Background: an optimization exercise with open tools, aiming at small area and a short achievable clock period. Do not read the settings as production practice. The RTL was checked by simulation tests, not by an equivalence proof against the original design. No activity file was given, so power comes from the tool's default toggle rates.

Design mul_pipe, start of the top module:
module mul_pipe(
	input [15:0] numA59,
	input [15:0] numB59,
	input clk_59,
	input reset_59,
	output reg [15:0] Acc_result_59
);
wire z1 = (numA59 == 16'h0000) | (numB59 == 16'h0000);
wire s1 = numA59[15] ^ numB59[15];
wire [4:0] e1 = numA59[14:10] + numB59[14:10] + 5'd17;
wire [10:0] bb = {1'b1, numB59[9:0]};
wire [4:0] one1, two1, neg1;
genvar gi;
generate for (gi = 0; gi < 5; gi = gi + 1) begin : benc
	wire b0 = (gi == 0) ? 1'b0 : bb[2*gi-1];
	wire b1 = bb[2*gi];
	wire b2 = bb[2*gi+1];
	assign one1[gi] = b1 ^ b0;
	assign two1[gi] = (b2 & ~b1 & ~b0) | (~b2 & b1 & b0);
	assign neg1[gi] = b2 & ~(b1 & b0);
end endgenerate
reg z2, s2; reg [4:0] e2; reg [9:0] ma2; reg [4:0] one2, two2, neg2; reg b9_2;
always @(posedge clk_59) begin
	z2 <= z1; s2 <= s1; e2 <= e1; ma2 <= numA59[9:0];
	one2 <= one1; two2 <= two1; neg2 <= neg1; b9_2 <= numB59[9];
end
wire pp1 = ((one2[0] & ma2[0])) ^ neg2[0];
wire pp2 = ((one2[0] & ma2[1]) | (two2[0] & ma2[0])) ^ neg2[0];
wire pp3 = ((one2[0] & ma2[2]) | (two2[0] & ma2[1])) ^ neg2[0];
wire pp4 = ((one2[0] & ma2[3]) | (two2[0] & ma2[2])) ^ neg2[0];
wire pp5 = ((one2[0] & ma2[4]) | (two2[0] & ma2[3])) ^ neg2[0];
wire pp6 = ((one2[0] & ma2[5]) | (two2[0] & ma2[4])) ^ neg2[0];
wire pp7 = ((one2[0] & ma2[6]) | (two2[0] & ma2[5])) ^ neg2[0];
wire pp8 = ((one2[0] & ma2[7]) | (two2[0] & ma2[6])) ^ neg2[0];
wire pp9 = ((one2[0] & ma2[8]) | (two2[0] & ma2[7])) ^ neg2[0];
wire pp10 = ((one2[0] & ma2[9]) | (two2[0] & ma2[8])) ^ neg2[0];
wire pp11 = (one2[0] | (two2[0] & ma2[9])) ^ neg2[0];
wire pp12 = (two2[0]) ^ neg2[0];
wire pp13 = ((one2[1] & ma2[0])) ^ neg2[1];
wire pp14 = ((one2[1] & ma2[1]) | (two2[1] & ma2[0])) ^ neg2[1];
wire pp15 = ((one2[1] & ma2[2]) | (two2[1] & ma2[1])) ^ neg2[1];
wire pp16 = ((one2[1] & ma2[3]) | (two2[1] & ma2[2])) ^ neg2[1];
wire pp17 = ((one2[1] & ma2[4]) | (two2[1] & ma2[3])) ^ neg2[1];
wire pp18 = ((one2[1] & ma2[5]) | (two2[1] & ma2[4])) ^ neg2[1];
wire pp19 = ((one2[1] & ma2[6]) | (two2[1] & ma2[5])) ^ neg2[1];
wire pp20 = ((one2[1] & ma2[7]) | (two2[1] & ma2[6])) ^ neg2[1];
wire pp21 = ((one2[1] & ma2[8]) | (two2[1] & ma2[7])) ^ neg2[1];
  ...
Size: about 560 cells after synthesis, ~130 flip-flops, ~50 I/O pins.
export LEC_CHECK = 0
export CAP_MARGIN = 20
export CORE_MARGIN = 2
export CORE_UTILIZATION = 60
export CTS_BUF_LIST = sky130_fd_sc_hd__clkbuf_4 sky130_fd_sc_hd__clkbuf_8
export CTS_CLUSTER_DIAMETER = 60
export CTS_CLUSTER_SIZE = 30
export SETUP_SLACK_MARGIN = 3.15
export SLEW_MARGIN = 20
create_clock -name core_clock -period 5.0 [get_ports {clk_59}]
standard.sh (not shown) runs the stock make flow with config.mk's settings and CLKGATE_MAP_FILE= SYNTH_SCRIPT=/design/flow/synth_recipe.tcl, a recipe that flattens the netlist after the stock synthesis.
==> flow/flow/run.sh <==
#!/bin/bash
# Standard ORFS layout, with plain buffers (instead of the default delay-style
# buffer) on the input and output ports.
set -euo pipefail
export BUFFER_PORTS_ARGS="-buffer_cell sky130_fd_sc_hd__buf_1"
bash standard.sh synth > synth.log 2>&1
bash standard.sh > layout.log 2>&1
==> next run, changes <==
--- a/flow/config.mk
+++ b/flow/config.mk
@@ -14 +14 @@
-export SETUP_SLACK_MARGIN = 3.15
+export SETUP_SLACK_MARGIN = 3.0
Power is lower by 7.9%.
Synthesized cell count does not change.
Sequential power hardly moves.
Sequential share of layout area is higher by 3.6 points.
==> next run, changes <==
--- a/flow/config.mk
+++ b/flow/config.mk
@@ -14 +14 @@
-export SETUP_SLACK_MARGIN = 3.0
+export SETUP_SLACK_MARGIN = 3.3
Register-to-register slack degrades by 70 ps; setup slack loses 73 ps; utilization rises by 15 points; global-route usage goes up by 4.1 points; via count increases by about a fifth; wire length climbs by well over a third; area after synthesis does not change; synthesized cell count is unchanged; clock power shrinks by a few percent; flip-flop and latch count stays the same.

==> re-timing with driven ports <==
The results above use ideal ports. As a check the final layouts listed here were re-extracted and re-timed, cells and wires unchanged.
Step 1: set_driving_cell puts a clkbuf_16 on clk_59 and a buf_2 on each other input, an assumption about the parent block.
Step 2 adds t to the input delays and takes it off the output delays; t is the mean of the earliest and latest rising clock arrival at the registers after step 1. Input paths then give back, and output paths get back, about the clock's delay inside the block.
Three values: ideal ports, drivers, drivers and shift; two values: the first two.
run	t, ns	setup WS [ns]	clock arrival spread, ns	worst data-port slew with drivers (ns)	pins driven straight from the clock port
the first run	0.469	2.913 / 2.913 / 2.790	0.018 / 0.017	0.04	1
the second run	0.468	2.943 / 2.943 / 2.752	0.007 / 0.007	0.03	1
the third run	0.470	2.870 / 2.870 / 2.826	0.014 / 0.014	0.03	1
After both steps setup and hold are still met in every run listed. For the second run, which loses most, drivers alone change the setup slack by 0.000 ns; drivers and shift together by -0.191 ns.
